From an optimization exercise on the open Yosys and OpenROAD flow, aimed at small area and a short achievable clock period; shortcuts taken in it are not production practice. Only simulation tests tie the RTL to the original design; equivalence was not proved. Power and IR drop assume default switching activity.

==> flow/design.v (outline; a module is shown in full before it is edited, if it fits) <==
// module fpu_lzc: 22 lines
// module fpu_mul_a: 627 lines
// module fpu_mul_b: 8 lines
// module fpu_adder: 38 lines
// module fpu_lza: 17 lines
// module fpu_norm_shift: 27 lines
// module fpu_rounder: 50 lines
// module fpu: 159 lines
module fpu (
    input  wire        clk,
    input  wire        rst_n,
    input  wire [31:0] rs1_data,
    input  wire [31:0] rs2_data,
    input  wire [31:0] rs3_data,
    input  wire [6:0]  funct7,
    input  wire [2:0]  funct3,
    input  wire        fp_op,
    input  wire [2:0]  frm,
    output reg  [31:0] result,
    output wire [4:0]  flags,
    output wire        ready,
    output wire [2:0]  latency
);
  // ...
==> flow/run.sh <==
#!/bin/bash
# synth_recipe.tcl (not shown) runs the flow's synth.tcl, then flattens the netlist and writes it again
# the make line also repeats each setting of config.mk as NAME=value (left out here)
make -C /OpenROAD-flow-scripts/flow DESIGN_CONFIG=/design/flow/config.mk WORK_HOME=/design/flow/orfs CLKGATE_MAP_FILE= SYNTH_SCRIPT=/design/flow/synth_recipe.tcl finish
==> flow/config.mk <==
export PLATFORM = sky130hd
export DESIGN_NAME = fpu
export DESIGN_NICKNAME = fpu
export VERILOG_FILES = /design/flow/design.v
export SDC_FILE = /design/flow/constraint.sdc
export NUM_CORES = 4
export LEC_CHECK = 0
export ABC_CLOCK_PERIOD_IN_PS = 3500
export CAP_MARGIN = 20
export CORE_MARGIN = 2
export CORE_UTILIZATION = 40
export SETUP_SLACK_MARGIN = 5
export SLEW_MARGIN = 20
==> flow/constraint.sdc <==
create_clock -name core_clock -period 8.5 [get_ports {clk}]
set_input_delay 1.7000 -clock core_clock [delete_from_list [all_inputs] [get_ports {clk}]]
set_output_delay 1.7000 -clock core_clock [all_outputs]
set_load 0.01 [all_outputs]
==> reports/results.ini, run 1 <==
[clocking]
cts_setup_buffers = 179
cts.sinks = 512

[yosys]
synthTopCellsByCount = nand2_1 (709), nor2_1 (582), o21ai_0 (516), dfxtp_1 (506), inv_1 (478)
syn_nets = 6634
synth_flop_cell = dfxtp_1

[outcome]
status = complete, no violations

[placed_design]
place_ws_ns = 3.33
gp_congestion = 0.931
hpwl_um = 106000

[floorplan]
fp-row-count = 124
dieArea_um2 = 119000
die-height_um = 345

[detailed_routing]
vias = 45400
drt-total-wl_um = 170000

[timing]
fin_skew_ns = 0.0479
rsz0062_at_grt = true
period_minus_slack_ns = 4.34
drv_slew = 0
setup_viol = 0
finalWorstSetupSlack_ns = 4.16

[finish]
register_area_um2 = 10400
top_register = rows_2
inverters_excl_clock = 490
syn2layout_area_growth_pct = 26.2
buffers = 577

[critical_path]
cp_common_cell = buf_6
crit_type = input pin to output port
reg2reg_from = my_1[5]
critPathCaptureType = output port
worst-path-max-fanout = 3

[global_route]
met2_usage = 0.431
grt_pass1_vias = 41800
gr-usage-met1 = 0.335

[worst_hold_path]
whs_path_depth = 0

[power]
clk-power_mw = 2.61
seq_power_mw = 4.06
combPwrFrac = 0.668
p_sw_mw = 9.19

==> module fpu_mul_b, before the edit <==
module fpu_mul_b (
    input  wire [95:0] rows,
    output wire [47:0] p
);
  wire [47:0] r0 = {rows[47], rows[46], rows[45], rows[44], rows[43], rows[42], rows[41], rows[40], rows[39], rows[38], rows[37], rows[36], rows[35], rows[34], rows[33], rows[32], rows[31], rows[30], rows[29], rows[28], rows[27], rows[26], rows[25], rows[24], rows[23], rows[22], rows[21], rows[20], rows[19], rows[18], rows[17], rows[16], rows[15], rows[14], rows[13], rows[12], rows[11], rows[10], rows[9], rows[8], rows[7], rows[6], rows[5], rows[4], rows[3], rows[2], rows[1], rows[0]};
  wire [47:0] r1 = {rows[95], rows[94], rows[93], rows[92], rows[91], rows[90], rows[89], rows[88], rows[87], rows[86], rows[85], rows[84], rows[83], rows[82], rows[81], rows[80], rows[79], rows[78], rows[77], rows[76], rows[75], rows[74], rows[73], rows[72], rows[71], rows[70], rows[69], rows[68], rows[67], rows[66], rows[65], rows[64], rows[63], rows[62], rows[61], rows[60], rows[59], rows[58], rows[57], rows[56], rows[55], rows[54], rows[53], rows[52], rows[51], rows[50], 1'b0, rows[48]};
  assign p = r0 + r1;
endmodule
==> module fpu_lza, before the edit <==
module fpu_lza (
    input  wire [47:0] a,
    input  wire [47:0] b,
    output wire [5:0]  count
);
    wire [47:0] p = a ^ b;
    wire [47:0] g = a & b;
    wire [47:0] k = ~a & ~b;
    wire [47:0] pp1 = {1'b1, p[47:1]};
    wire [47:0] gm1 = {g[46:0], 1'b1};
    wire [47:0] km1 = {k[46:0], 1'b0};
    wire [47:0] f = (pp1 & (g & ~km1 | k & ~gm1)) |
                    (~pp1 & (k & ~km1 | g & ~gm1));
    wire [5:0] lz;
    fpu_lzc lzc (.data_in(f), .count(lz));
    assign count = lz + 6'd1;
endmodule
==> module fpu_norm_shift, before the edit <==
module fpu_norm_shift (
    input  wire [48:0] sum,
    input  wire [5:0]  lza,       
    input  wire        es,
    input  wire [8:0]  exp_in,
    output reg  [23:0] mant,
    output reg  [8:0]  exp_out
);
    wire [47:0] shl = sum[47:0] << lza;
    always @(*) begin
        if (sum[48]) begin
            mant    = sum[48:25];
            exp_out = exp_in + 9'd1;
        end else if (es) begin
            if (lza >= 6'd48) begin
                mant    = 24'd0;
                exp_out = 9'd0;
            end else begin
                mant    = shl[47:24];
                exp_out = exp_in - {3'd0, lza};
            end
        end else begin
            mant    = sum[47:24];
            exp_out = exp_in;
        end
    end
endmodule
==> module fpu, before the edit <==
module fpu (
    input  wire        clk,
    input  wire        rst_n,
    input  wire [31:0] rs1_data,
    input  wire [31:0] rs2_data,
    input  wire [31:0] rs3_data,
    input  wire [6:0]  funct7,
    input  wire [2:0]  funct3,
    input  wire        fp_op,
    input  wire [2:0]  frm,
    output reg  [31:0] result,
    output wire [4:0]  flags,
    output wire        ready,
    output wire [2:0]  latency
);
    wire [4:0] opc    = funct7[6:2];
    wire is_add       = (opc == 5'b00000);
    wire is_sub       = (opc == 5'b00001);
    wire is_mul       = (opc == 5'b00010);
    wire is_fma       = (opc == 5'b10000);
    wire addsub       = is_add | is_sub;
    assign latency = addsub ? 3'd4 : is_mul ? 3'd5 : 3'd6;
    wire [7:0] e1 = rs1_data[30:23];
    wire [7:0] e2 = rs2_data[30:23];
    wire [7:0] e3 = rs3_data[30:23];
    wire f1nz = |rs1_data[22:0];
    wire f2nz = |rs2_data[22:0];
    wire f3nz = |rs3_data[22:0];
    wire e1z = (e1 == 8'd0), e1m = (e1 == 8'hFF);
    wire e2z = (e2 == 8'd0), e2m = (e2 == 8'hFF);
    wire e3z = (e3 == 8'd0), e3m = (e3 == 8'hFF);
    wire h1 = ~e1z & (~e1m | f1nz);
    wire h2 = ~e2z & (~e2m | f2nz);
    wire h3 = ~e3z & (~e3m | f3nz);
    wire nan1 = e1m & f1nz, inf1 = e1m & ~f1nz, snan1 = nan1 & ~rs1_data[22];
    wire nan2 = e2m & f2nz, inf2 = e2m & ~f2nz, snan2 = nan2 & ~rs2_data[22];
    wire nan3 = e3m & f3nz, inf3 = e3m & ~f3nz, snan3 = nan3 & ~rs3_data[22];
    wire [23:0] mx_d = addsub ? 24'h800000 : {h1, rs1_data[22:0]};
    wire [23:0] my_d = addsub ? {h1, rs1_data[22:0]} : {h2, rs2_data[22:0]};
    wire [23:0] mz_d = addsub ? {h2, rs2_data[22:0]} :
                       is_fma ? {h3, rs3_data[22:0]} : 24'd0;
    wire [7:0]  ze_d = addsub ? e2 : is_fma ? e3 : 8'd0;
    wire [8:0]  pe_d = addsub ? {1'b0, e1} : ({1'b0, e1} + {1'b0, e2} - 9'd127);
    wire xnan = ~addsub & nan1;
    wire ynan = addsub ? nan1 : nan2;
    wire znan = addsub ? nan2 : is_fma & nan3;
    wire xinf = ~addsub & inf1;
    wire yinf = addsub ? inf1 : inf2;
    wire zinf = addsub ? inf2 : is_fma & inf3;
    wire xsnan = ~addsub & snan1;
    wire ysnan = addsub ? snan1 : snan2;
    wire zsnan = addsub ? snan2 : is_fma & snan3;
    wire nan_d = xnan | ynan | znan;
    wire inf_d = xinf | yinf | zinf;
    wire nv_d  = xsnan | ysnan | zsnan | (xinf & yinf);
    wire s1 = rs1_data[31], s2 = rs2_data[31], s3 = rs3_data[31];
    wire ps = addsub ? s1 : (s1 ^ s2);
    wire zs = addsub ? s2 : (is_fma & s3);
    wire inv_es = is_sub | (is_fma & (funct7[1:0] == 2'b01 || funct7[1:0] == 2'b10));
    wire es_d = ~is_mul & (zs ^ ps ^ inv_es);
    wire sx_d = (is_mul | is_fma) & (ps ^ (is_fma & funct7[1]));
    wire [2:0] rm_d = (funct3 == 3'b111) ? frm : funct3;
    reg [5:0] vld;
    always @(posedge clk or negedge rst_n) begin
        if (!rst_n) vld <= 6'd0;
        else        vld <= {vld[4:0], fp_op};
    end
    assign ready = vld[5];
    reg [23:0] mx_1, my_1, mz_1;
    reg [8:0]  pe_1;
    reg [7:0]  ze_1;
    reg        es_1, sx_1, nan_1, inf_1, nv_1;
    reg [2:0]  rm_1;
    always @(posedge clk) begin
        mx_1 <= mx_d; my_1 <= my_d; mz_1 <= mz_d;
        pe_1 <= pe_d; ze_1 <= ze_d;
        es_1 <= es_d; sx_1 <= sx_d;
        nan_1 <= nan_d; inf_1 <= inf_d; nv_1 <= nv_d;
        rm_1 <= rm_d;
    end
    wire [95:0] rows;
    fpu_mul_a mul_a (.a(mx_1), .b(my_1), .rows(rows));
    wire [9:0] diff = {1'b0, pe_1} - {2'b00, ze_1};
    wire       pl   = ~diff[9];
    wire [8:0] dabs = pl ? diff[8:0] : (9'd0 - diff[8:0]);
    wire [8:0] re_d = pl ? pe_1 : {1'b0, ze_1};
    wire [6:0] d7_d = (dabs >= 9'd72) ? 7'd72 : dabs[6:0];
    reg [95:0] rows_2;
    reg [23:0] mz_2;
    reg [6:0]  d7_2;
    reg [8:0]  re_2;
    reg        es_2, sx_2, nan_2, inf_2, nv_2;
    reg [2:0]  rm_2;
    always @(posedge clk) begin
        rows_2 <= rows; mz_2 <= mz_1; d7_2 <= d7_d; re_2 <= re_d;
        es_2 <= es_1; sx_2 <= sx_1; nan_2 <= nan_1; inf_2 <= inf_1; nv_2 <= nv_1;
        rm_2 <= rm_1;
    end
    wire [47:0] prod;
    fpu_mul_b mul_b (.rows(rows_2), .p(prod));
    wire [71:0] ext  = {mz_2, 48'd0};
    wire [71:0] shft = ext >> d7_2;
    wire [71:0] smsk = ext & ((72'd1 << d7_2) - 72'd1);
    wire [47:0] al_d = shft[71:24];
    wire        st_d = |smsk;
    reg [47:0] p_3, a_3;
    reg        st_3;
    reg [8:0]  re_3;
    reg        es_3, sx_3, nan_3, inf_3, nv_3;
    reg [2:0]  rm_3;
    always @(posedge clk) begin
        p_3 <= prod; a_3 <= al_d; st_3 <= st_d; re_3 <= re_2;
        es_3 <= es_2; sx_3 <= sx_2; nan_3 <= nan_2; inf_3 <= inf_2; nv_3 <= nv_2;
        rm_3 <= rm_2;
    end
    wire [48:0] sum_d;
    wire        as_d;
    fpu_adder adder (.a(p_3), .b(a_3), .sub(es_3), .sum(sum_d), .neg(as_d));
    wire [5:0] lza_d;
    fpu_lza lza (.a(p_3), .b(a_3), .count(lza_d));
    reg [48:0] s_4;
    reg [5:0]  lza_4;
    reg        st_4, es_4, sg_4;
    reg [8:0]  re_4;
    reg        nan_4, inf_4, nv_4;
    reg [2:0]  rm_4;
    always @(posedge clk) begin
        s_4 <= sum_d; lza_4 <= lza_d; st_4 <= st_3; es_4 <= es_3;
        sg_4 <= as_d ^ sx_3; re_4 <= re_3;
        nan_4 <= nan_3; inf_4 <= inf_3; nv_4 <= nv_3; rm_4 <= rm_3;
    end
    wire [23:0] m_d;
    wire [8:0]  ne_d;
    fpu_norm_shift norm (.sum(s_4), .lza(lza_4), .es(es_4), .exp_in(re_4),
                         .mant(m_d), .exp_out(ne_d));
    wire of5_d = (ne_d >= 9'd255);
    wire uf5_d = ne_d[8] | (ne_d == 9'd0);
    reg [23:0] m_5;
    reg [7:0]  ne_5;
    reg        of_5, uf_5, g_5, rs_5, sg_5, nan_5, inf_5, nv_5;
    reg [2:0]  rm_5;
    always @(posedge clk) begin
        m_5 <= m_d; ne_5 <= ne_d[7:0]; of_5 <= of5_d; uf_5 <= uf5_d;
        g_5 <= s_4[2]; rs_5 <= s_4[1] | s_4[0] | st_4;
        sg_5 <= sg_4; nan_5 <= nan_4; inf_5 <= inf_4; nv_5 <= nv_4; rm_5 <= rm_4;
    end
    wire [31:0] res_d;
    wire [3:0]  flg_d;
    fpu_rounder rnd (.mant(m_5), .exp_in(ne_5), .of5(of_5), .uf5(uf_5),
                     .g(g_5), .rs(rs_5), .sign(sg_5), .rm(rm_5),
                     .any_nan(nan_5), .any_inf(inf_5), .nv(nv_5),
                     .result(res_d), .flags(flg_d));
    reg [3:0] flg_6;
    always @(posedge clk) begin
        result <= res_d;
        flg_6  <= flg_d;
    end
    assign flags = {flg_6[3], 1'b0, flg_6[2:0]};
endmodule
==> run 2: changes to the inputs <==
--- a/flow/design.v
+++ b/flow/design.v
@@ -17,28 +17,22 @@
     always @(*) begin
         if (!c2[4])      count = {2'b00, c2[3:0]};
         else if (!c1[4]) count = {2'b01, c1[3:0]};
         else             count = {1'b1, 1'b0, 4'd0} + {1'b0, c0};
     end
 endmodule
 module fpu_mul_a (
     input  wire [23:0] a,
-    input  wire [23:0] b,
-    output wire [95:0] rows
+    input  wire [36:0] benc,    
+    output wire [143:0] rows
 );
-  wire [25:0] yb = {2'b00, b};
-  wire [26:0] ye = {yb, 1'b0};
-  wire [11:0] one, two, neg;
-  genvar j;
-  generate for (j = 0; j < 12; j = j + 1) begin : enc
-    assign one[j] = ye[2*j+1] ^ ye[2*j];
-    assign two[j] = (ye[2*j+2] & ~ye[2*j+1] & ~ye[2*j]) | (~ye[2*j+2] & ye[2*j+1] & ye[2*j]);
-    assign neg[j] = ye[2*j+2];
-  end endgenerate
+  wire [11:0] one = benc[11:0];
+  wire [11:0] two = benc[23:12];
+  wire [11:0] neg = benc[35:24];
   wire [24:0] ax = {1'b0, a};
   wire [24:0] a2 = {a, 1'b0};
   wire [24:0] pp0 = (({25{one[0]}} & ax) | ({25{two[0]}} & a2)) ^ {25{neg[0]}};
   wire [24:0] pp1 = (({25{one[1]}} & ax) | ({25{two[1]}} & a2)) ^ {25{neg[1]}};
   wire [24:0] pp2 = (({25{one[2]}} & ax) | ({25{two[2]}} & a2)) ^ {25{neg[2]}};
   wire [24:0] pp3 = (({25{one[3]}} & ax) | ({25{two[3]}} & a2)) ^ {25{neg[3]}};
   wire [24:0] pp4 = (({25{one[4]}} & ax) | ({25{two[4]}} & a2)) ^ {25{neg[4]}};
   wire [24:0] pp5 = (({25{one[5]}} & ax) | ({25{two[5]}} & a2)) ^ {25{neg[5]}};
@@ -101,42 +95,42 @@
   wire t51 = pp9[6] ^ pp10[4] ^ pp11[2];
   wire t52 = (pp9[6] & pp10[4]) | (pp9[6] & pp11[2]) | (pp10[4] & pp11[2]);
   wire t53 = t1 ^ pp2[21] ^ pp3[19];
   wire t54 = (t1 & pp2[21]) | (t1 & pp3[19]) | (pp2[21] & pp3[19]);
   wire t55 = pp4[17] ^ pp5[15] ^ pp6[13];
   wire t56 = (pp4[17] & pp5[15]) | (pp4[17] & pp6[13]) | (pp5[15] & pp6[13]);
   wire t57 = pp7[11] ^ pp8[9] ^ pp9[7];
   wire t58 = (pp7[11] & pp8[9]) | (pp7[11] & pp9[7]) | (pp8[9] & pp9[7]);
-  wire t59 = pp10[5] ^ pp11[3] ^ (b[23] & a[1]);
-  wire t60 = (pp10[5] & pp11[3]) | (pp10[5] & (b[23] & a[1])) | (pp11[3] & (b[23] & a[1]));
+  wire t59 = pp10[5] ^ pp11[3] ^ (benc[36] & a[1]);
+  wire t60 = (pp10[5] & pp11[3]) | (pp10[5] & (benc[36] & a[1])) | (pp11[3] & (benc[36] & a[1]));
   wire t61 = t3 ^ pp3[20] ^ pp4[18];
   wire t62 = (t3 & pp3[20]) | (t3 & pp4[18]) | (pp3[20] & pp4[18]);
   wire t63 = pp5[16] ^ pp6[14] ^ pp7[12];
   wire t64 = (pp5[16] & pp6[14]) | (pp5[16] & pp7[12]) | (pp6[14] & pp7[12]);
   wire t65 = pp8[10] ^ pp9[8] ^ pp10[6];
   wire t66 = (pp8[10] & pp9[8]) | (pp8[10] & pp10[6]) | (pp9[8] & pp10[6]);
-  wire t67 = pp11[4] ^ (b[23] & a[2]) ^ 1'b1;
-  wire t68 = (pp11[4] & (b[23] & a[2])) | (pp11[4] & 1'b1) | ((b[23] & a[2]) & 1'b1);
+  wire t67 = pp11[4] ^ (benc[36] & a[2]) ^ 1'b1;
+  wire t68 = (pp11[4] & (benc[36] & a[2])) | (pp11[4] & 1'b1) | ((benc[36] & a[2]) & 1'b1);
   wire t69 = ~neg[1] ^ pp2[23] ^ pp3[21];
   wire t70 = (~neg[1] & pp2[23]) | (~neg[1] & pp3[21]) | (pp2[23] & pp3[21]);
   wire t71 = pp4[19] ^ pp5[17] ^ pp6[15];
   wire t72 = (pp4[19] & pp5[17]) | (pp4[19] & pp6[15]) | (pp5[17] & pp6[15]);
   wire t73 = pp7[13] ^ pp8[11] ^ pp9[9];
   wire t74 = (pp7[13] & pp8[11]) | (pp7[13] & pp9[9]) | (pp8[11] & pp9[9]);
-  wire t75 = pp10[7] ^ pp11[5] ^ (b[23] & a[3]);
-  wire t76 = (pp10[7] & pp11[5]) | (pp10[7] & (b[23] & a[3])) | (pp11[5] & (b[23] & a[3]));
+  wire t75 = pp10[7] ^ pp11[5] ^ (benc[36] & a[3]);
+  wire t76 = (pp10[7] & pp11[5]) | (pp10[7] & (benc[36] & a[3])) | (pp11[5] & (benc[36] & a[3]));
   wire t77 = pp2[24] ^ pp3[22] ^ pp4[20];
   wire t78 = (pp2[24] & pp3[22]) | (pp2[24] & pp4[20]) | (pp3[22] & pp4[20]);
   wire t79 = pp5[18] ^ pp6[16] ^ pp7[14];
   wire t80 = (pp5[18] & pp6[16]) | (pp5[18] & pp7[14]) | (pp6[16] & pp7[14]);
   wire t81 = pp8[12] ^ pp9[10] ^ pp10[8];
   wire t82 = (pp8[12] & pp9[10]) | (pp8[12] & pp10[8]) | (pp9[10] & pp10[8]);
-  wire t83 = pp11[6] ^ (b[23] & a[4]);
-  wire t84 = pp11[6] & (b[23] & a[4]);
+  wire t83 = pp11[6] ^ (benc[36] & a[4]);
+  wire t84 = pp11[6] & (benc[36] & a[4]);
   wire t85 = ~neg[2] ^ pp3[23] ^ pp4[21];
   wire t86 = (~neg[2] & pp3[23]) | (~neg[2] & pp4[21]) | (pp3[23] & pp4[21]);
   wire t87 = pp5[19] ^ pp6[17] ^ pp7[15];
   wire t88 = (pp5[19] & pp6[17]) | (pp5[19] & pp7[15]) | (pp6[17] & pp7[15]);
   wire t89 = pp8[13] ^ pp9[11] ^ pp10[9];
   wire t90 = (pp8[13] & pp9[11]) | (pp8[13] & pp10[9]) | (pp9[11] & pp10[9]);
   wire t91 = pp3[24] ^ pp4[22] ^ pp5[20];
   wire t92 = (pp3[24] & pp4[22]) | (pp3[24] & pp5[20]) | (pp4[22] & pp5[20]);
@@ -225,18 +219,18 @@
   wire t175 = t37 ^ t39 ^ t41;
   wire t176 = (t37 & t39) | (t37 & t41) | (t39 & t41);
   wire t177 = t43 ^ pp11[1] ^ t30;
   wire t178 = (t43 & pp11[1]) | (t43 & t30) | (pp11[1] & t30);
   wire t179 = t32 ^ t34 ^ t36;
   wire t180 = (t32 & t34) | (t32 & t36) | (t34 & t36);
   wire t181 = t45 ^ t47 ^ t49;
   wire t182 = (t45 & t47) | (t45 & t49) | (t47 & t49);
-  wire t183 = t51 ^ (b[23] & a[0]) ^ t38;
-  wire t184 = (t51 & (b[23] & a[0])) | (t51 & t38) | ((b[23] & a[0]) & t38);
+  wire t183 = t51 ^ (benc[36] & a[0]) ^ t38;
+  wire t184 = (t51 & (benc[36] & a[0])) | (t51 & t38) | ((benc[36] & a[0]) & t38);
   wire t185 = t40 ^ t42 ^ t44;
   wire t186 = (t40 & t42) | (t40 & t44) | (t42 & t44);
   wire t187 = t53 ^ t55 ^ t57;
   wire t188 = (t53 & t55) | (t53 & t57) | (t55 & t57);
   wire t189 = t59 ^ 1'b1 ^ t46;
   wire t190 = (t59 & 1'b1) | (t59 & t46) | (1'b1 & t46);
   wire t191 = t48 ^ t50 ^ t52;
   wire t192 = (t48 & t50) | (t48 & t52) | (t50 & t52);
@@ -255,62 +249,62 @@
   wire t205 = t77 ^ t79 ^ t81;
   wire t206 = (t77 & t79) | (t77 & t81) | (t79 & t81);
   wire t207 = t83 ^ 1'b1 ^ t70;
   wire t208 = (t83 & 1'b1) | (t83 & t70) | (1'b1 & t70);
   wire t209 = t72 ^ t74 ^ t76;
   wire t210 = (t72 & t74) | (t72 & t76) | (t74 & t76);
   wire t211 = t85 ^ t87 ^ t89;
   wire t212 = (t85 & t87) | (t85 & t89) | (t87 & t89);
-  wire t213 = pp11[7] ^ (b[23] & a[5]) ^ t78;
-  wire t214 = (pp11[7] & (b[23] & a[5])) | (pp11[7] & t78) | ((b[23] & a[5]) & t78);
+  wire t213 = pp11[7] ^ (benc[36] & a[5]) ^ t78;
+  wire t214 = (pp11[7] & (benc[36] & a[5])) | (pp11[7] & t78) | ((benc[36] & a[5]) & t78);
   wire t215 = t80 ^ t82 ^ t84;
   wire t216 = (t80 & t82) | (t80 & t84) | (t82 & t84);
   wire t217 = t91 ^ t93 ^ t95;
   wire t218 = (t91 & t93) | (t91 & t95) | (t93 & t95);
-  wire t219 = pp11[8] ^ (b[23] & a[6]) ^ 1'b1;
-  wire t220 = (pp11[8] & (b[23] & a[6])) | (pp11[8] & 1'b1) | ((b[23] & a[6]) & 1'b1);
+  wire t219 = pp11[8] ^ (benc[36] & a[6]) ^ 1'b1;
+  wire t220 = (pp11[8] & (benc[36] & a[6])) | (pp11[8] & 1'b1) | ((benc[36] & a[6]) & 1'b1);
   wire t221 = t86 ^ t88 ^ t90;
   wire t222 = (t86 & t88) | (t86 & t90) | (t88 & t90);
   wire t223 = t97 ^ t99 ^ pp9[13];
   wire t224 = (t97 & t99) | (t97 & pp9[13]) | (t99 & pp9[13]);
-  wire t225 = pp10[11] ^ pp11[9] ^ (b[23] & a[7]);
-  wire t226 = (pp10[11] & pp11[9]) | (pp10[11] & (b[23] & a[7])) | (pp11[9] & (b[23] & a[7]));
+  wire t225 = pp10[11] ^ pp11[9] ^ (benc[36] & a[7]);
+  wire t226 = (pp10[11] & pp11[9]) | (pp10[11] & (benc[36] & a[7])) | (pp11[9] & (benc[36] & a[7]));
   wire t227 = t92 ^ t94 ^ t96;
   wire t228 = (t92 & t94) | (t92 & t96) | (t94 & t96);
   wire t229 = t101 ^ t103 ^ pp9[14];
   wire t230 = (t101 & t103) | (t101 & pp9[14]) | (t103 & pp9[14]);
-  wire t231 = pp10[12] ^ pp11[10] ^ (b[23] & a[8]);
-  wire t232 = (pp10[12] & pp11[10]) | (pp10[12] & (b[23] & a[8])) | (pp11[10] & (b[23] & a[8]));
+  wire t231 = pp10[12] ^ pp11[10] ^ (benc[36] & a[8]);
+  wire t232 = (pp10[12] & pp11[10]) | (pp10[12] & (benc[36] & a[8])) | (pp11[10] & (benc[36] & a[8]));
   wire t233 = 1'b1 ^ t98 ^ t100;
   wire t234 = (1'b1 & t98) | (1'b1 & t100) | (t98 & t100);
   wire t235 = t105 ^ pp7[19] ^ pp8[17];
   wire t236 = (t105 & pp7[19]) | (t105 & pp8[17]) | (pp7[19] & pp8[17]);
   wire t237 = pp9[15] ^ pp10[13] ^ pp11[11];
   wire t238 = (pp9[15] & pp10[13]) | (pp9[15] & pp11[11]) | (pp10[13] & pp11[11]);
-  wire t239 = (b[23] & a[9]) ^ t102 ^ t104;
-  wire t240 = ((b[23] & a[9]) & t102) | ((b[23] & a[9]) & t104) | (t102 & t104);
+  wire t239 = (benc[36] & a[9]) ^ t102 ^ t104;
+  wire t240 = ((benc[36] & a[9]) & t102) | ((benc[36] & a[9]) & t104) | (t102 & t104);
   wire t241 = t107 ^ pp7[20] ^ pp8[18];
   wire t242 = (t107 & pp7[20]) | (t107 & pp8[18]) | (pp7[20] & pp8[18]);
   wire t243 = pp9[16] ^ pp10[14] ^ pp11[12];
   wire t244 = (pp9[16] & pp10[14]) | (pp9[16] & pp11[12]) | (pp10[14] & pp11[12]);
-  wire t245 = (b[23] & a[10]) ^ 1'b1 ^ t106;
-  wire t246 = ((b[23] & a[10]) & 1'b1) | ((b[23] & a[10]) & t106) | (1'b1 & t106);
+  wire t245 = (benc[36] & a[10]) ^ 1'b1 ^ t106;
+  wire t246 = ((benc[36] & a[10]) & 1'b1) | ((benc[36] & a[10]) & t106) | (1'b1 & t106);
   wire t247 = ~neg[5] ^ pp6[23] ^ pp7[21];
   wire t248 = (~neg[5] & pp6[23]) | (~neg[5] & pp7[21]) | (pp6[23] & pp7[21]);
   wire t249 = pp8[19] ^ pp9[17] ^ pp10[15];
   wire t250 = (pp8[19] & pp9[17]) | (pp8[19] & pp10[15]) | (pp9[17] & pp10[15]);
-  wire t251 = pp11[13] ^ (b[23] & a[11]) ^ t108;
-  wire t252 = (pp11[13] & (b[23] & a[11])) | (pp11[13] & t108) | ((b[23] & a[11]) & t108);
+  wire t251 = pp11[13] ^ (benc[36] & a[11]) ^ t108;
+  wire t252 = (pp11[13] & (benc[36] & a[11])) | (pp11[13] & t108) | ((benc[36] & a[11]) & t108);
   wire t253 = pp6[24] ^ pp7[22] ^ pp8[20];
   wire t254 = (pp6[24] & pp7[22]) | (pp6[24] & pp8[20]) | (pp7[22] & pp8[20]);
   wire t255 = pp9[18] ^ pp10[16] ^ pp11[14];
   wire t256 = (pp9[18] & pp10[16]) | (pp9[18] & pp11[14]) | (pp10[16] & pp11[14]);
-  wire t257 = (b[23] & a[12]) ^ 1'b1;
-  wire t258 = (b[23] & a[12]) & 1'b1;
+  wire t257 = (benc[36] & a[12]) ^ 1'b1;
+  wire t258 = (benc[36] & a[12]) & 1'b1;
   wire t259 = ~neg[6] ^ pp7[23] ^ pp8[21];
   wire t260 = (~neg[6] & pp7[23]) | (~neg[6] & pp8[21]) | (pp7[23] & pp8[21]);
   wire t261 = pp9[19] ^ pp10[17] ^ pp11[15];
   wire t262 = (pp9[19] & pp10[17]) | (pp9[19] & pp11[15]) | (pp10[17] & pp11[15]);
   wire t263 = pp7[24] ^ pp8[22] ^ pp9[20];
   wire t264 = (pp7[24] & pp8[22]) | (pp7[24] & pp9[20]) | (pp8[22] & pp9[20]);
   wire t265 = pp10[18] ^ pp11[16];
   wire t266 = pp10[18] & pp11[16];
@@ -433,40 +427,40 @@
   wire t383 = t247 ^ t249 ^ t251;
   wire t384 = (t247 & t249) | (t247 & t251) | (t249 & t251);
   wire t385 = t242 ^ t244 ^ t246;
   wire t386 = (t242 & t244) | (t242 & t246) | (t244 & t246);
   wire t387 = t253 ^ t255 ^ t257;
   wire t388 = (t253 & t255) | (t253 & t257) | (t255 & t257);
   wire t389 = t248 ^ t250 ^ t252;
   wire t390 = (t248 & t250) | (t248 & t252) | (t250 & t252);
-  wire t391 = t259 ^ t261 ^ (b[23] & a[13]);
-  wire t392 = (t259 & t261) | (t259 & (b[23] & a[13])) | (t261 & (b[23] & a[13]));
+  wire t391 = t259 ^ t261 ^ (benc[36] & a[13]);
+  wire t392 = (t259 & t261) | (t259 & (benc[36] & a[13])) | (t261 & (benc[36] & a[13]));
   wire t393 = t254 ^ t256 ^ t258;
   wire t394 = (t254 & t256) | (t254 & t258) | (t256 & t258);
-  wire t395 = t263 ^ t265 ^ (b[23] & a[14]);
-  wire t396 = (t263 & t265) | (t263 & (b[23] & a[14])) | (t265 & (b[23] & a[14]));
+  wire t395 = t263 ^ t265 ^ (benc[36] & a[14]);
+  wire t396 = (t263 & t265) | (t263 & (benc[36] & a[14])) | (t265 & (benc[36] & a[14]));
   wire t397 = 1'b1 ^ t260 ^ t262;
   wire t398 = (1'b1 & t260) | (1'b1 & t262) | (t260 & t262);
   wire t399 = t267 ^ pp10[19] ^ pp11[17];
   wire t400 = (t267 & pp10[19]) | (t267 & pp11[17]) | (pp10[19] & pp11[17]);
-  wire t401 = (b[23] & a[15]) ^ t264 ^ t266;
-  wire t402 = ((b[23] & a[15]) & t264) | ((b[23] & a[15]) & t266) | (t264 & t266);
+  wire t401 = (benc[36] & a[15]) ^ t264 ^ t266;
+  wire t402 = ((benc[36] & a[15]) & t264) | ((benc[36] & a[15]) & t266) | (t264 & t266);
   wire t403 = t269 ^ pp10[20] ^ pp11[18];
   wire t404 = (t269 & pp10[20]) | (t269 & pp11[18]) | (pp10[20] & pp11[18]);
-  wire t405 = (b[23] & a[16]) ^ 1'b1 ^ t268;
-  wire t406 = ((b[23] & a[16]) & 1'b1) | ((b[23] & a[16]) & t268) | (1'b1 & t268);
+  wire t405 = (benc[36] & a[16]) ^ 1'b1 ^ t268;
+  wire t406 = ((benc[36] & a[16]) & 1'b1) | ((benc[36] & a[16]) & t268) | (1'b1 & t268);
   wire t407 = ~neg[8] ^ pp9[23] ^ pp10[21];
   wire t408 = (~neg[8] & pp9[23]) | (~neg[8] & pp10[21]) | (pp9[23] & pp10[21]);
-  wire t409 = pp11[19] ^ (b[23] & a[17]) ^ t270;
-  wire t410 = (pp11[19] & (b[23] & a[17])) | (pp11[19] & t270) | ((b[23] & a[17]) & t270);
+  wire t409 = pp11[19] ^ (benc[36] & a[17]) ^ t270;
+  wire t410 = (pp11[19] & (benc[36] & a[17])) | (pp11[19] & t270) | ((benc[36] & a[17]) & t270);
   wire t411 = pp9[24] ^ pp10[22] ^ pp11[20];
   wire t412 = (pp9[24] & pp10[22]) | (pp9[24] & pp11[20]) | (pp10[22] & pp11[20]);
-  wire t413 = (b[23] & a[18]) ^ 1'b1;
-  wire t414 = (b[23] & a[18]) & 1'b1;
+  wire t413 = (benc[36] & a[18]) ^ 1'b1;
+  wire t414 = (benc[36] & a[18]) & 1'b1;
   wire t415 = ~neg[9] ^ pp10[23] ^ pp11[21];
   wire t416 = (~neg[9] & pp10[23]) | (~neg[9] & pp11[21]) | (pp10[23] & pp11[21]);
   wire t417 = pp10[24] ^ pp11[22];
   wire t418 = pp10[24] & pp11[22];
   wire t419 = pp0[4] ^ pp1[2];
   wire t420 = pp0[4] & pp1[2];
   wire t421 = pp0[5] ^ pp1[3];
   wire t422 = pp0[5] & pp1[3];
@@ -539,127 +533,142 @@
   wire t489 = t399 ^ t401 ^ t396;
   wire t490 = (t399 & t401) | (t399 & t396) | (t401 & t396);
   wire t491 = t403 ^ t405 ^ t400;
   wire t492 = (t403 & t405) | (t403 & t400) | (t405 & t400);
   wire t493 = t407 ^ t409 ^ t404;
   wire t494 = (t407 & t409) | (t407 & t404) | (t409 & t404);
   wire t495 = t411 ^ t413 ^ t408;
   wire t496 = (t411 & t413) | (t411 & t408) | (t413 & t408);
-  wire t497 = t415 ^ (b[23] & a[19]) ^ t412;
-  wire t498 = (t415 & (b[23] & a[19])) | (t415 & t412) | ((b[23] & a[19]) & t412);
-  wire t499 = t417 ^ (b[23] & a[20]) ^ 1'b1;
-  wire t500 = (t417 & (b[23] & a[20])) | (t417 & 1'b1) | ((b[23] & a[20]) & 1'b1);
-  wire t501 = ~neg[10] ^ pp11[23] ^ (b[23] & a[21]);
-  wire t502 = (~neg[10] & pp11[23]) | (~neg[10] & (b[23] & a[21])) | (pp11[23] & (b[23] & a[21]));
-  wire t503 = pp11[24] ^ (b[23] & a[22]);
-  wire t504 = pp11[24] & (b[23] & a[22]);
-  wire t505 = pp0[2] ^ pp1[0];
-  wire t506 = pp0[2] & pp1[0];
-  wire t507 = pp0[3] ^ pp1[1];
-  wire t508 = pp0[3] & pp1[1];
-  wire t509 = t419 ^ pp2[0] ^ neg[2];
-  wire t510 = (t419 & pp2[0]) | (t419 & neg[2]) | (pp2[0] & neg[2]);
-  wire t511 = t421 ^ pp2[1] ^ t420;
-  wire t512 = (t421 & pp2[1]) | (t421 & t420) | (pp2[1] & t420);
-  wire t513 = t423 ^ neg[3] ^ t422;
-  wire t514 = (t423 & neg[3]) | (t423 & t422) | (neg[3] & t422);
-  wire t515 = t425 ^ t272 ^ t424;
-  wire t516 = (t425 & t272) | (t425 & t424) | (t272 & t424);
-  wire t517 = t427 ^ t274 ^ t426;
-  wire t518 = (t427 & t274) | (t427 & t426) | (t274 & t426);
-  wire t519 = t429 ^ t278 ^ t428;
-  wire t520 = (t429 & t278) | (t429 & t428) | (t278 & t428);
-  wire t521 = t431 ^ t282 ^ t430;
-  wire t522 = (t431 & t282) | (t431 & t430) | (t282 & t430);
-  wire t523 = t433 ^ t286 ^ t432;
-  wire t524 = (t433 & t286) | (t433 & t432) | (t286 & t432);
-  wire t525 = t435 ^ t290 ^ t434;
-  wire t526 = (t435 & t290) | (t435 & t434) | (t290 & t434);
-  wire t527 = t437 ^ t294 ^ t436;
-  wire t528 = (t437 & t294) | (t437 & t436) | (t294 & t436);
-  wire t529 = t439 ^ t298 ^ t438;
-  wire t530 = (t439 & t298) | (t439 & t438) | (t298 & t438);
-  wire t531 = t441 ^ t302 ^ t440;
-  wire t532 = (t441 & t302) | (t441 & t440) | (t302 & t440);
-  wire t533 = t443 ^ t306 ^ t442;
-  wire t534 = (t443 & t306) | (t443 & t442) | (t306 & t442);
-  wire t535 = t445 ^ t310 ^ t444;
-  wire t536 = (t445 & t310) | (t445 & t444) | (t310 & t444);
-  wire t537 = t447 ^ t314 ^ t446;
-  wire t538 = (t447 & t314) | (t447 & t446) | (t314 & t446);
-  wire t539 = t449 ^ t318 ^ t448;
-  wire t540 = (t449 & t318) | (t449 & t448) | (t318 & t448);
-  wire t541 = t451 ^ t322 ^ t450;
-  wire t542 = (t451 & t322) | (t451 & t450) | (t322 & t450);
-  wire t543 = t453 ^ t326 ^ t452;
-  wire t544 = (t453 & t326) | (t453 & t452) | (t326 & t452);
-  wire t545 = t455 ^ t330 ^ t454;
-  wire t546 = (t455 & t330) | (t455 & t454) | (t330 & t454);
-  wire t547 = t457 ^ t334 ^ t456;
-  wire t548 = (t457 & t334) | (t457 & t456) | (t334 & t456);
-  wire t549 = t459 ^ t338 ^ t458;
-  wire t550 = (t459 & t338) | (t459 & t458) | (t338 & t458);
-  wire t551 = t461 ^ t342 ^ t460;
-  wire t552 = (t461 & t342) | (t461 & t460) | (t342 & t460);
-  wire t553 = t463 ^ t346 ^ t462;
-  wire t554 = (t463 & t346) | (t463 & t462) | (t346 & t462);
-  wire t555 = t465 ^ t350 ^ t464;
-  wire t556 = (t465 & t350) | (t465 & t464) | (t350 & t464);
-  wire t557 = t467 ^ t354 ^ t466;
-  wire t558 = (t467 & t354) | (t467 & t466) | (t354 & t466);
-  wire t559 = t469 ^ t358 ^ t468;
-  wire t560 = (t469 & t358) | (t469 & t468) | (t358 & t468);
-  wire t561 = t471 ^ t362 ^ t470;
-  wire t562 = (t471 & t362) | (t471 & t470) | (t362 & t470);
-  wire t563 = t473 ^ t366 ^ t472;
-  wire t564 = (t473 & t366) | (t473 & t472) | (t366 & t472);
-  wire t565 = t475 ^ t370 ^ t474;
-  wire t566 = (t475 & t370) | (t475 & t474) | (t370 & t474);
-  wire t567 = t477 ^ t374 ^ t476;
-  wire t568 = (t477 & t374) | (t477 & t476) | (t374 & t476);
-  wire t569 = t479 ^ t378 ^ t478;
-  wire t570 = (t479 & t378) | (t479 & t478) | (t378 & t478);
-  wire t571 = t481 ^ t382 ^ t480;
-  wire t572 = (t481 & t382) | (t481 & t480) | (t382 & t480);
-  wire t573 = t483 ^ t386 ^ t482;
-  wire t574 = (t483 & t386) | (t483 & t482) | (t386 & t482);
-  wire t575 = t485 ^ t390 ^ t484;
-  wire t576 = (t485 & t390) | (t485 & t484) | (t390 & t484);
-  wire t577 = t487 ^ t394 ^ t486;
-  wire t578 = (t487 & t394) | (t487 & t486) | (t394 & t486);
-  wire t579 = t489 ^ t398 ^ t488;
-  wire t580 = (t489 & t398) | (t489 & t488) | (t398 & t488);
-  wire t581 = t491 ^ t402 ^ t490;
-  wire t582 = (t491 & t402) | (t491 & t490) | (t402 & t490);
-  wire t583 = t493 ^ t406 ^ t492;
-  wire t584 = (t493 & t406) | (t493 & t492) | (t406 & t492);
-  wire t585 = t495 ^ t410 ^ t494;
-  wire t586 = (t495 & t410) | (t495 & t494) | (t410 & t494);
-  wire t587 = t497 ^ t414 ^ t496;
-  wire t588 = (t497 & t414) | (t497 & t496) | (t414 & t496);
-  wire t589 = t499 ^ t416 ^ t498;
-  wire t590 = (t499 & t416) | (t499 & t498) | (t416 & t498);
-  wire t591 = t501 ^ t418 ^ t500;
-  wire t592 = (t501 & t418) | (t501 & t500) | (t418 & t500);
-  wire t593 = t503 ^ 1'b1 ^ t502;
-  wire t594 = (t503 & 1'b1) | (t503 & t502) | (1'b1 & t502);
-  wire t595 = ~neg[11] ^ (b[23] & a[23]) ^ t504;
-  wire t596 = (~neg[11] & (b[23] & a[23])) | (~neg[11] & t504) | ((b[23] & a[23]) & t504);
-  assign rows[47:0] = {t595, t593, t591, t589, t587, t585, t583, t581, t579, t577, t575, t573, t571, t569, t567, t565, t563, t561, t559, t557, t555, t553, t551, t549, t547, t545, t543, t541, t539, t537, t535, t533, t531, t529, t527, t525, t523, t521, t519, t517, t515, t513, t511, t509, t507, t505, pp0[1], pp0[0]};
-  assign rows[95:48] = {t594, t592, t590, t588, t586, t584, t582, t580, t578, t576, t574, t572, t570, t568, t566, t564, t562, t560, t558, t556, t554, t552, t550, t548, t546, t544, t542, t540, t538, t536, t534, t532, t530, t528, t526, t524, t522, t520, t518, t516, t514, t512, t510, t508, t506, neg[1], 1'b0, neg[0]};
+  wire t497 = t415 ^ (benc[36] & a[19]) ^ t412;
+  wire t498 = (t415 & (benc[36] & a[19])) | (t415 & t412) | ((benc[36] & a[19]) & t412);
+  wire t499 = t417 ^ (benc[36] & a[20]) ^ 1'b1;
+  wire t500 = (t417 & (benc[36] & a[20])) | (t417 & 1'b1) | ((benc[36] & a[20]) & 1'b1);
+  wire t501 = ~neg[10] ^ pp11[23] ^ (benc[36] & a[21]);
+  wire t502 = (~neg[10] & pp11[23]) | (~neg[10] & (benc[36] & a[21])) | (pp11[23] & (benc[36] & a[21]));
+  wire t503 = pp11[24] ^ (benc[36] & a[22]);
+  wire t504 = pp11[24] & (benc[36] & a[22]);
+  assign rows[47:0] = {~neg[11], t503, t501, t499, t497, t495, t493, t491, t489, t487, t485, t483, t481, t479, t477, t475, t473, t471, t469, t467, t465, t463, t461, t459, t457, t455, t453, t451, t449, t447, t445, t443, t441, t439, t437, t435, t433, t431, t429, t427, t425, t423, t421, t419, pp0[3], pp0[2], pp0[1], pp0[0]};
+  assign rows[95:48] = {(benc[36] & a[23]), 1'b1, t418, t416, t414, t410, t406, t402, t398, t394, t390, t386, t382, t378, t374, t370, t366, t362, t358, t354, t350, t346, t342, t338, t334, t330, t326, t322, t318, t314, t310, t306, t302, t298, t294, t290, t286, t282, t278, t274, t272, neg[3], pp2[1], pp2[0], pp1[1], pp1[0], 1'b0, neg[0]};
+  assign rows[143:96] = {t504, t502, t500, t498, t496, t494, t492, t490, t488, t486, t484, t482, t480, t478, t476, t474, t472, t470, t468, t466, t464, t462, t460, t458, t456, t454, t452, t450, t448, t446, t444, t442, t440, t438, t436, t434, t432, t430, t428, t426, t424, t422, t420, neg[2], 1'b0, neg[1], 1'b0, 1'b0};
 endmodule
 module fpu_mul_b (
-    input  wire [95:0] rows,
+    input  wire [143:0] rows,
     output wire [47:0] p
 );
-  wire [47:0] r0 = {rows[47], rows[46], rows[45], rows[44], rows[43], rows[42], rows[41], rows[40], rows[39], rows[38], rows[37], rows[36], rows[35], rows[34], rows[33], rows[32], rows[31], rows[30], rows[29], rows[28], rows[27], rows[26], rows[25], rows[24], rows[23], rows[22], rows[21], rows[20], rows[19], rows[18], rows[17], rows[16], rows[15], rows[14], rows[13], rows[12], rows[11], rows[10], rows[9], rows[8], rows[7], rows[6], rows[5], rows[4], rows[3], rows[2], rows[1], rows[0]};
-  wire [47:0] r1 = {rows[95], rows[94], rows[93], rows[92], rows[91], rows[90], rows[89], rows[88], rows[87], rows[86], rows[85], rows[84], rows[83], rows[82], rows[81], rows[80], rows[79], rows[78], rows[77], rows[76], rows[75], rows[74], rows[73], rows[72], rows[71], rows[70], rows[69], rows[68], rows[67], rows[66], rows[65], rows[64], rows[63], rows[62], rows[61], rows[60], rows[59], rows[58], rows[57], rows[56], rows[55], rows[54], rows[53], rows[52], rows[51], rows[50], 1'b0, rows[48]};
+  wire t1 = rows[2] ^ rows[50];
+  wire t2 = rows[2] & rows[50];
+  wire t3 = rows[3] ^ rows[51];
+  wire t4 = rows[3] & rows[51];
+  wire t5 = rows[4] ^ rows[52] ^ rows[100];
+  wire t6 = (rows[4] & rows[52]) | (rows[4] & rows[100]) | (rows[52] & rows[100]);
+  wire t7 = rows[5] ^ rows[53] ^ rows[101];
+  wire t8 = (rows[5] & rows[53]) | (rows[5] & rows[101]) | (rows[53] & rows[101]);
+  wire t9 = rows[6] ^ rows[54] ^ rows[102];
+  wire t10 = (rows[6] & rows[54]) | (rows[6] & rows[102]) | (rows[54] & rows[102]);
+  wire t11 = rows[7] ^ rows[55] ^ rows[103];
+  wire t12 = (rows[7] & rows[55]) | (rows[7] & rows[103]) | (rows[55] & rows[103]);
+  wire t13 = rows[8] ^ rows[56] ^ rows[104];
+  wire t14 = (rows[8] & rows[56]) | (rows[8] & rows[104]) | (rows[56] & rows[104]);
+  wire t15 = rows[9] ^ rows[57] ^ rows[105];
+  wire t16 = (rows[9] & rows[57]) | (rows[9] & rows[105]) | (rows[57] & rows[105]);
+  wire t17 = rows[10] ^ rows[58] ^ rows[106];
+  wire t18 = (rows[10] & rows[58]) | (rows[10] & rows[106]) | (rows[58] & rows[106]);
+  wire t19 = rows[11] ^ rows[59] ^ rows[107];
+  wire t20 = (rows[11] & rows[59]) | (rows[11] & rows[107]) | (rows[59] & rows[107]);
+  wire t21 = rows[12] ^ rows[60] ^ rows[108];
+  wire t22 = (rows[12] & rows[60]) | (rows[12] & rows[108]) | (rows[60] & rows[108]);
+  wire t23 = rows[13] ^ rows[61] ^ rows[109];
+  wire t24 = (rows[13] & rows[61]) | (rows[13] & rows[109]) | (rows[61] & rows[109]);
+  wire t25 = rows[14] ^ rows[62] ^ rows[110];
+  wire t26 = (rows[14] & rows[62]) | (rows[14] & rows[110]) | (rows[62] & rows[110]);
+  wire t27 = rows[15] ^ rows[63] ^ rows[111];
+  wire t28 = (rows[15] & rows[63]) | (rows[15] & rows[111]) | (rows[63] & rows[111]);
+  wire t29 = rows[16] ^ rows[64] ^ rows[112];
+  wire t30 = (rows[16] & rows[64]) | (rows[16] & rows[112]) | (rows[64] & rows[112]);
+  wire t31 = rows[17] ^ rows[65] ^ rows[113];
+  wire t32 = (rows[17] & rows[65]) | (rows[17] & rows[113]) | (rows[65] & rows[113]);
+  wire t33 = rows[18] ^ rows[66] ^ rows[114];
+  wire t34 = (rows[18] & rows[66]) | (rows[18] & rows[114]) | (rows[66] & rows[114]);
+  wire t35 = rows[19] ^ rows[67] ^ rows[115];
+  wire t36 = (rows[19] & rows[67]) | (rows[19] & rows[115]) | (rows[67] & rows[115]);
+  wire t37 = rows[20] ^ rows[68] ^ rows[116];
+  wire t38 = (rows[20] & rows[68]) | (rows[20] & rows[116]) | (rows[68] & rows[116]);
+  wire t39 = rows[21] ^ rows[69] ^ rows[117];
+  wire t40 = (rows[21] & rows[69]) | (rows[21] & rows[117]) | (rows[69] & rows[117]);
+  wire t41 = rows[22] ^ rows[70] ^ rows[118];
+  wire t42 = (rows[22] & rows[70]) | (rows[22] & rows[118]) | (rows[70] & rows[118]);
+  wire t43 = rows[23] ^ rows[71] ^ rows[119];
+  wire t44 = (rows[23] & rows[71]) | (rows[23] & rows[119]) | (rows[71] & rows[119]);
+  wire t45 = rows[24] ^ rows[72] ^ rows[120];
+  wire t46 = (rows[24] & rows[72]) | (rows[24] & rows[120]) | (rows[72] & rows[120]);
+  wire t47 = rows[25] ^ rows[73] ^ rows[121];
+  wire t48 = (rows[25] & rows[73]) | (rows[25] & rows[121]) | (rows[73] & rows[121]);
+  wire t49 = rows[26] ^ rows[74] ^ rows[122];
+  wire t50 = (rows[26] & rows[74]) | (rows[26] & rows[122]) | (rows[74] & rows[122]);
+  wire t51 = rows[27] ^ rows[75] ^ rows[123];
+  wire t52 = (rows[27] & rows[75]) | (rows[27] & rows[123]) | (rows[75] & rows[123]);
+  wire t53 = rows[28] ^ rows[76] ^ rows[124];
+  wire t54 = (rows[28] & rows[76]) | (rows[28] & rows[124]) | (rows[76] & rows[124]);
+  wire t55 = rows[29] ^ rows[77] ^ rows[125];
+  wire t56 = (rows[29] & rows[77]) | (rows[29] & rows[125]) | (rows[77] & rows[125]);
+  wire t57 = rows[30] ^ rows[78] ^ rows[126];
+  wire t58 = (rows[30] & rows[78]) | (rows[30] & rows[126]) | (rows[78] & rows[126]);
+  wire t59 = rows[31] ^ rows[79] ^ rows[127];
+  wire t60 = (rows[31] & rows[79]) | (rows[31] & rows[127]) | (rows[79] & rows[127]);
+  wire t61 = rows[32] ^ rows[80] ^ rows[128];
+  wire t62 = (rows[32] & rows[80]) | (rows[32] & rows[128]) | (rows[80] & rows[128]);
+  wire t63 = rows[33] ^ rows[81] ^ rows[129];
+  wire t64 = (rows[33] & rows[81]) | (rows[33] & rows[129]) | (rows[81] & rows[129]);
+  wire t65 = rows[34] ^ rows[82] ^ rows[130];
+  wire t66 = (rows[34] & rows[82]) | (rows[34] & rows[130]) | (rows[82] & rows[130]);
+  wire t67 = rows[35] ^ rows[83] ^ rows[131];
+  wire t68 = (rows[35] & rows[83]) | (rows[35] & rows[131]) | (rows[83] & rows[131]);
+  wire t69 = rows[36] ^ rows[84] ^ rows[132];
+  wire t70 = (rows[36] & rows[84]) | (rows[36] & rows[132]) | (rows[84] & rows[132]);
+  wire t71 = rows[37] ^ rows[85] ^ rows[133];
+  wire t72 = (rows[37] & rows[85]) | (rows[37] & rows[133]) | (rows[85] & rows[133]);
+  wire t73 = rows[38] ^ rows[86] ^ rows[134];
+  wire t74 = (rows[38] & rows[86]) | (rows[38] & rows[134]) | (rows[86] & rows[134]);
+  wire t75 = rows[39] ^ rows[87] ^ rows[135];
+  wire t76 = (rows[39] & rows[87]) | (rows[39] & rows[135]) | (rows[87] & rows[135]);
+  wire t77 = rows[40] ^ rows[88] ^ rows[136];
+  wire t78 = (rows[40] & rows[88]) | (rows[40] & rows[136]) | (rows[88] & rows[136]);
+  wire t79 = rows[41] ^ rows[89] ^ rows[137];
+  wire t80 = (rows[41] & rows[89]) | (rows[41] & rows[137]) | (rows[89] & rows[137]);
+  wire t81 = rows[42] ^ rows[90] ^ rows[138];
+  wire t82 = (rows[42] & rows[90]) | (rows[42] & rows[138]) | (rows[90] & rows[138]);
+  wire t83 = rows[43] ^ rows[91] ^ rows[139];
+  wire t84 = (rows[43] & rows[91]) | (rows[43] & rows[139]) | (rows[91] & rows[139]);
+  wire t85 = rows[44] ^ rows[92] ^ rows[140];
+  wire t86 = (rows[44] & rows[92]) | (rows[44] & rows[140]) | (rows[92] & rows[140]);
+  wire t87 = rows[45] ^ rows[93] ^ rows[141];
+  wire t88 = (rows[45] & rows[93]) | (rows[45] & rows[141]) | (rows[93] & rows[141]);
+  wire t89 = rows[46] ^ rows[94] ^ rows[142];
+  wire t90 = (rows[46] & rows[94]) | (rows[46] & rows[142]) | (rows[94] & rows[142]);
+  wire t91 = rows[47] ^ rows[95] ^ rows[143];
+  wire t92 = (rows[47] & rows[95]) | (rows[47] & rows[143]) | (rows[95] & rows[143]);
+  wire [47:0] r0 = {t91, t89, t87, t85, t83, t81, t79, t77, t75, t73, t71, t69, t67, t65, t63, t61, t59, t57, t55, t53, t51, t49, t47, t45, t43, t41, t39, t37, t35, t33, t31, t29, t27, t25, t23, t21, t19, t17, t15, t13, t11, t9, t7, t5, t3, t1, rows[1], rows[0]};
+  wire [47:0] r1 = {t90, t88, t86, t84, t82, t80, t78, t76, t74, t72, t70, t68, t66, t64, t62, t60, t58, t56, t54, t52, t50, t48, t46, t44, t42, t40, t38, t36, t34, t32, t30, t28, t26, t24, t22, t20, t18, t16, t14, t12, t10, t8, t6, t4, t2, rows[98], 1'b0, rows[48]};
   assign p = r0 + r1;
 endmodule
+module fpu_booth_enc (
+    input  wire [23:0] b,
+    output wire [36:0] benc
+);
+  wire [26:0] ye = {2'b00, b, 1'b0};
+  wire [11:0] one, two, neg;
+  genvar j;
+  generate for (j = 0; j < 12; j = j + 1) begin : enc
+    assign one[j] = ye[2*j+1] ^ ye[2*j];
+    assign two[j] = (ye[2*j+2] & ~ye[2*j+1] & ~ye[2*j]) | (~ye[2*j+2] & ye[2*j+1] & ye[2*j]);
+    assign neg[j] = ye[2*j+2];
+  end endgenerate
+  assign benc = {b[23], neg, two, one};
+endmodule
 module fpu_adder (
     input  wire [47:0] a,
     input  wire [47:0] b,
     input  wire        sub,
     output wire [48:0] sum,
     output wire        neg
 );
     wire [47:0] bb = sub ? ~b : b;
@@ -701,40 +710,38 @@
     wire [47:0] p = a ^ b;
     wire [47:0] g = a & b;
     wire [47:0] k = ~a & ~b;
     wire [47:0] pp1 = {1'b1, p[47:1]};
     wire [47:0] gm1 = {g[46:0], 1'b1};
     wire [47:0] km1 = {k[46:0], 1'b0};
     wire [47:0] f = (pp1 & (g & ~km1 | k & ~gm1)) |
                     (~pp1 & (k & ~km1 | g & ~gm1));
-    wire [5:0] lz;
-    fpu_lzc lzc (.data_in(f), .count(lz));
-    assign count = lz + 6'd1;
+    fpu_lzc lzc (.data_in(f), .count(count));
 endmodule
 module fpu_norm_shift (
     input  wire [48:0] sum,
     input  wire [5:0]  lza,       
     input  wire        es,
     input  wire [8:0]  exp_in,
     output reg  [23:0] mant,
     output reg  [8:0]  exp_out
 );
-    wire [47:0] shl = sum[47:0] << lza;
+    wire [46:0] shl = sum[46:0] << lza;
     always @(*) begin
         if (sum[48]) begin
             mant    = sum[48:25];
             exp_out = exp_in + 9'd1;
         end else if (es) begin
-            if (lza >= 6'd48) begin
+            if (lza >= 6'd47) begin
                 mant    = 24'd0;
                 exp_out = 9'd0;
             end else begin
-                mant    = shl[47:24];
-                exp_out = exp_in - {3'd0, lza};
+                mant    = shl[46:23];
+                exp_out = exp_in - {3'd0, lza} - 9'd1;
             end
         end else begin
             mant    = sum[47:24];
             exp_out = exp_in;
         end
     end
 endmodule
 module fpu_rounder (
@@ -850,36 +857,39 @@
     wire sx_d = (is_mul | is_fma) & (ps ^ (is_fma & funct7[1]));
     wire [2:0] rm_d = (funct3 == 3'b111) ? frm : funct3;
     reg [5:0] vld;
     always @(posedge clk or negedge rst_n) begin
         if (!rst_n) vld <= 6'd0;
         else        vld <= {vld[4:0], fp_op};
     end
     assign ready = vld[5];
-    reg [23:0] mx_1, my_1, mz_1;
+    wire [36:0] benc_d;
+    fpu_booth_enc benc_u (.b(my_d), .benc(benc_d));
+    reg [23:0] mx_1, mz_1;
+    reg [36:0] benc_1;
     reg [8:0]  pe_1;
     reg [7:0]  ze_1;
     reg        es_1, sx_1, nan_1, inf_1, nv_1;
     reg [2:0]  rm_1;
     always @(posedge clk) begin
-        mx_1 <= mx_d; my_1 <= my_d; mz_1 <= mz_d;
+        mx_1 <= mx_d; benc_1 <= benc_d; mz_1 <= mz_d;
         pe_1 <= pe_d; ze_1 <= ze_d;
         es_1 <= es_d; sx_1 <= sx_d;
         nan_1 <= nan_d; inf_1 <= inf_d; nv_1 <= nv_d;
         rm_1 <= rm_d;
     end
-    wire [95:0] rows;
-    fpu_mul_a mul_a (.a(mx_1), .b(my_1), .rows(rows));
+    wire [143:0] rows;
+    fpu_mul_a mul_a (.a(mx_1), .benc(benc_1), .rows(rows));
     wire [9:0] diff = {1'b0, pe_1} - {2'b00, ze_1};
     wire       pl   = ~diff[9];
     wire [8:0] dabs = pl ? diff[8:0] : (9'd0 - diff[8:0]);
     wire [8:0] re_d = pl ? pe_1 : {1'b0, ze_1};
     wire [6:0] d7_d = (dabs >= 9'd72) ? 7'd72 : dabs[6:0];
-    reg [95:0] rows_2;
+    reg [143:0] rows_2;
     reg [23:0] mz_2;
     reg [6:0]  d7_2;
     reg [8:0]  re_2;
     reg        es_2, sx_2, nan_2, inf_2, nv_2;
     reg [2:0]  rm_2;
     always @(posedge clk) begin
         rows_2 <= rows; mz_2 <= mz_1; d7_2 <= d7_d; re_2 <= re_d;
         es_2 <= es_1; sx_2 <= sx_1; nan_2 <= nan_1; inf_2 <= inf_1; nv_2 <= nv_1;
==> flow/config.mk (replaced) <==
export PLATFORM = sky130hd
export DESIGN_NAME = fpu
export DESIGN_NICKNAME = fpu
export VERILOG_FILES = /design/flow/design.v
export SDC_FILE = /design/flow/constraint.sdc
export NUM_CORES = 4
export LEC_CHECK = 0
export ABC_AREA = 1
export CAP_MARGIN = 20
export CORE_MARGIN = 2
export CORE_UTILIZATION = 40
export SETUP_SLACK_MARGIN = 4.5
export SLEW_MARGIN = 20
==> run 2 against run 1 <==
Register-to-register slack improved by 0.04 ns. Utilization is 5.6 points lower. Synthesized area is 6.9% lower. Non-clock buffer count decreased by 325. Critical path depth unchanged.
==> reports/results.ini, run 2 <==
[outcome]
status = complete, no violations  ; unchanged

[floorplan]
io_pins = 153  ; unchanged
fp-row-count = 120  ; was 124
die_width_um = 333  ; was 345 µm
start_util = 0.404  ; was 0.405
dieArea_um2 = 111000  ; was 119000 µm²
core_um2 = 107000  ; was 115000 µm²
die-height_um = 333  ; was 345 µm

[finish]
fillCellCount = 10700  ; was 10500
drive_gt1_frac = 0.0604  ; was 0.195
final_cell_mix = nand2_1 (1004), inv_1 (847), dfxtp_1 (555)  ; was nand2_1 (680), nor2_1 (542), dfxtp_1 (453)
nNetsFinal = 6375  ; was 6779
reg_top3 = rows_2 x139, s_4 x49  ; was rows_2 x95, s_4 x49
largest_reg_flops = 139  ; was 95
final_common_cell = nand2_1  ; unchanged
finish.utilization = 0.455  ; was 0.511
syn2layout_area_growth_pct = 12.7  ; was 26.2%
top_register = rows_2  ; unchanged

[critical_path]
crit_path_top_delay_cell = nor3_4  ; was or3_4
start_kind = input pin  ; unchanged
critical_path_depth = 5  ; unchanged
critPathCaptureType = output port  ; unchanged
max_stage_delay_ns = 0.23  ; was 0.39 ns
crit_required_ns = 6.80  ; about the same
worst-path-max-fanout = 3  ; unchanged
worst_r2r_path_depth = 25  ; was 16
critical_path.top_delay_family = buffers and inverters  ; was simple AND/OR/NAND/NOR gates
path_buf_inv = 4  ; was 3
crit_arrival_ns = 2.44  ; was 2.64 ns
crit_type = input pin to output port  ; unchanged
path_cells = clkdlybuf4s15_1 -> inv_2 -> nor3_4 -> buf_6 -> buf_6  ; was buf_8 -> or3_4 -> nor3b_4 -> buf_6 -> buf_6
cp_common_cell = buf_6  ; unchanged

[detailed_routing]
postRouteAntennaNets = 0  ; unchanged
wl_met3_um = 10600  ; was 13600 µm
drc = 0  ; unchanged
dr.pass1.iters = 6  ; unchanged
highest_layer = met5  ; was met4
wl_per_cell_um = 20.0  ; was 22.0 µm
drt_iter0_drc = 3288  ; was 4955
route.met2.wl_um = 63200  ; was 76800 µm
drt-total-wl_um = 144000  ; was 170000 µm
met1_length_um = 61100  ; was 67000 µm
vias_per_cell = 5.38  ; was 5.90
vias = 38700  ; was 45400

[yosys]
yosysTopAreaCell = dfxtp_1  ; unchanged
syn_area_um2 = 43200  ; was 46400 µm²
syn_inst = 5686  ; was 6001
yosys_warnings = 5  ; unchanged
synthTopCellsByCount = nand2_1 (1011), inv_1 (863), dfxtp_1 (562), xor2_1 (424), o21ai_0 (368)  ; was nand2_1 (709), nor2_1 (582), o21ai_0 (516), dfxtp_1 (506), inv_1 (478)
ys_ff_latch = 568  ; was 512
synth_edf_count = 0  ; unchanged
syn_area_per_cell_um2 = 7.60  ; was 7.73 µm²
synth_flop_cell = dfxtp_1  ; unchanged
syn_nets = 6318  ; was 6634
ys_seq_area_frac = 0.264  ; was 0.222
synth_top_cell_area_share = 0.260  ; was 0.218
synthArstFlopShare = 0.0106  ; was 0.0117
synth.most_common_cell = nand2_1  ; unchanged
synth_area_leaders = dfxtp_1 (26%), fa_1 (12%), nand2_1 (8.8%)  ; was dfxtp_1 (22%), fa_1 (11%), ha_1 (7.3%)
yosysUniqueCellTypes = 63  ; was 94

[placed_design]
hpwl_um = 107000  ; was 106000 µm
port-buffer-count = 150  ; unchanged
gp_congestion = 0.953  ; was 0.931

[timing]
setup_viol = 0  ; unchanged
min_period_over_period = 0.487  ; was 0.511
fmax_mhz = 242  ; was 230 MHz
maxSlewHeadroom = 0.226  ; was 0.281
rsz0062_at_grt = true  ; unchanged
setup_tns_ns = 0  ; unchanged
hold_viol_final = 0  ; unchanged
drv_slew = 0  ; unchanged
worstMarginPinSlew_ns = 1.16  ; was 1.08 ns
fin_skew_ns = 0.0691  ; was 0.0479 ns
fin_hold_ws_ns = 0.325  ; was 0.323 ns
period_minus_slack_ns = 4.14  ; was 4.34 ns

[global_route]
track_usage = 0.251  ; was 0.264
grt_pass1_wl_um = 218000  ; was 246000 µm
antenna_found_initial = 3  ; unchanged
grt_overflow = 0  ; unchanged
grt_max_degree = 89  ; was 65
grt_pass1_vias = 37600  ; was 41800

[clocking]
ctsLongestPathBuffers = 3  ; unchanged
cts.htree.levels = 2  ; unchanged
root_buffer = clkbuf_16  ; unchanged
numCtsBuffers = 59  ; was 56
cts.sinks = 568  ; was 512
clk_pin_slew_worst_paths_ns = 0.06  ; about the same
cts_tree = yes  ; unchanged
clk_latency_ns = 0.67  ; about the same

[power]
max-vdd-ir-drop_v = 0.000247  ; was 0.000226 V
power_mw = 21.4  ; was 20.1 mW
p_per_area_nw_per_um2 = 440  ; was 343 nW/µm²
leakagePower_nw = 22.4  ; was 24.1 nW

[worst_hold_path]
hold_path.class = register to register  ; unchanged
whs_path_depth = 0  ; unchanged

[flow_run]
cap_violations = 0  ; unchanged

==> run 2: cell count changes after synthesis, sizes merged, moves of 71 or more <==
| cell | previous run | this run |
|---|---|---|
| inv | 481 | 877 |
| and2 | 71 | 0 |
| o22ai | 63 | 340 |
| o211ai | 97 | 19 |
| a21oi | 460 | 288 |
| nand2 | 709 | 1021 |
| nand3 | 77 | 171 |
| nor2 | 582 | 341 |
| clkbuf | 386 | 175 |
| o21ai | 519 | 390 |
| xor2 | 137 | 443 |
| a22oi | 98 | 17 |
| a211oi | 110 | 18 |
| xnor2 | 163 | 61 |
==> run 2: path summary, 6_finish.rpt <==
path / from / end / slack (ns)
max: funct7[3] / latency[0] / 4.36
min: inf_2 / inf_3 / 0.32
max reg2reg: rm_5[0] / result[22] / 4.43
min reg2reg: inf_2 / inf_3 / 0.32
max in group asynchronous: rst_n / vld[2] / 6.97
min in group asynchronous: rst_n / vld[5] / 1.33
==> run 2: cell type report <==
type / count / area [µm²] / area share
Timing Repair Buffer: 252 / 2400 / 0.0492
Clock buffer: 75 / 1610 / 0.0330
Multi-Input combinational cell: 3967 / 27600 / 0.568
Tap cell: 1403 / 1760 / 0.0361
Timing Repair inverter: 10 / 58.8 / 0.00121
Inverter: 885 / 3380 / 0.0694
Antenna cell: 1 / 2.50 / 0.0000514
Sequential cell: 568 / 11400 / 0.234
Clock inverter: 33 / 430 / 0.00884
==> run 2: kinds of logic after synthesis <==
logic type	synth area share
simple gates	0.164
compound gates	0.162
buf+inv	0.102
flops	0.264
fa+ha+maj	0.194
xor+xnor	0.105
mux	0.00770
other cells	0.000174
==> run 2: layer usage <==
layer,track usage,up-vias
li1,-,18600
met1,0.327,18000
met2,0.397,1610
met3,0.0425,445
met4,0.137,4
met5,0,-
==> run 2: metrics by stage <==
stage / worst slack (ns) / instance area (µm²) / cells
detailed placement: 3.48 / 45900 / 7036
floorplan: 4.53 / 43200 / 5686
finish: 4.36 / 48700 / 7194
global route: 4.16 / 48700 / 7193
global placement: 3.49 / 45900 / 7036
CTS: 4.36 / 48100 / 7166
==> run 2: power by group <==
group | internal [mW] | leakage, nW | switching, mW | total [mW]
combinational | 5.36 | 16.7 | 8.85 | 14.2
clock | 1.56 | 0.988 | 1.14 | 2.71
sequential | 3.74 | 4.76 | 0.764 | 4.50
==> run 2: timing repair <==
item                                    in CTS  in global routing
pin swaps                                    6                 31
hold buffers                                 0                  0
gates resized for setup                     49                 71
buffers inserted                            16                 19
cloned                                       6                  8
endpoints found under the setup margin      98                108

## what the ideal ports hide
No port has a modelled driver above. Below, the same layouts with a new extraction and two added sets of constraints.
Step 1, drivers: a clkbuf_16 drives clk and a buf_2 each remaining input, both assumed.
Step 2 adds t to the input delays and takes it off the output delays; t is the mean of the earliest and latest rising clock arrival at the registers after step 1. Input paths then give back, and output paths get back, about the clock's delay inside the block.
a / b / c = ideal / step 1 / step 2; a / b = the first two.
run | shift t [ns] | setup slack, ns | worst data-port slew with drivers (ns) | cell pins on the clock port's net
run 1 | 0.716 | 4.160 / 4.120 / 4.120 | 0.06 | 1
run 2 | 0.702 | 4.364 / 4.327 / 4.209 | 0.09 | 1
After both steps every run listed still meets setup and hold. For run 2, which loses most, drivers alone change the setup slack by -0.037 ns; drivers and shift together by -0.155 ns.
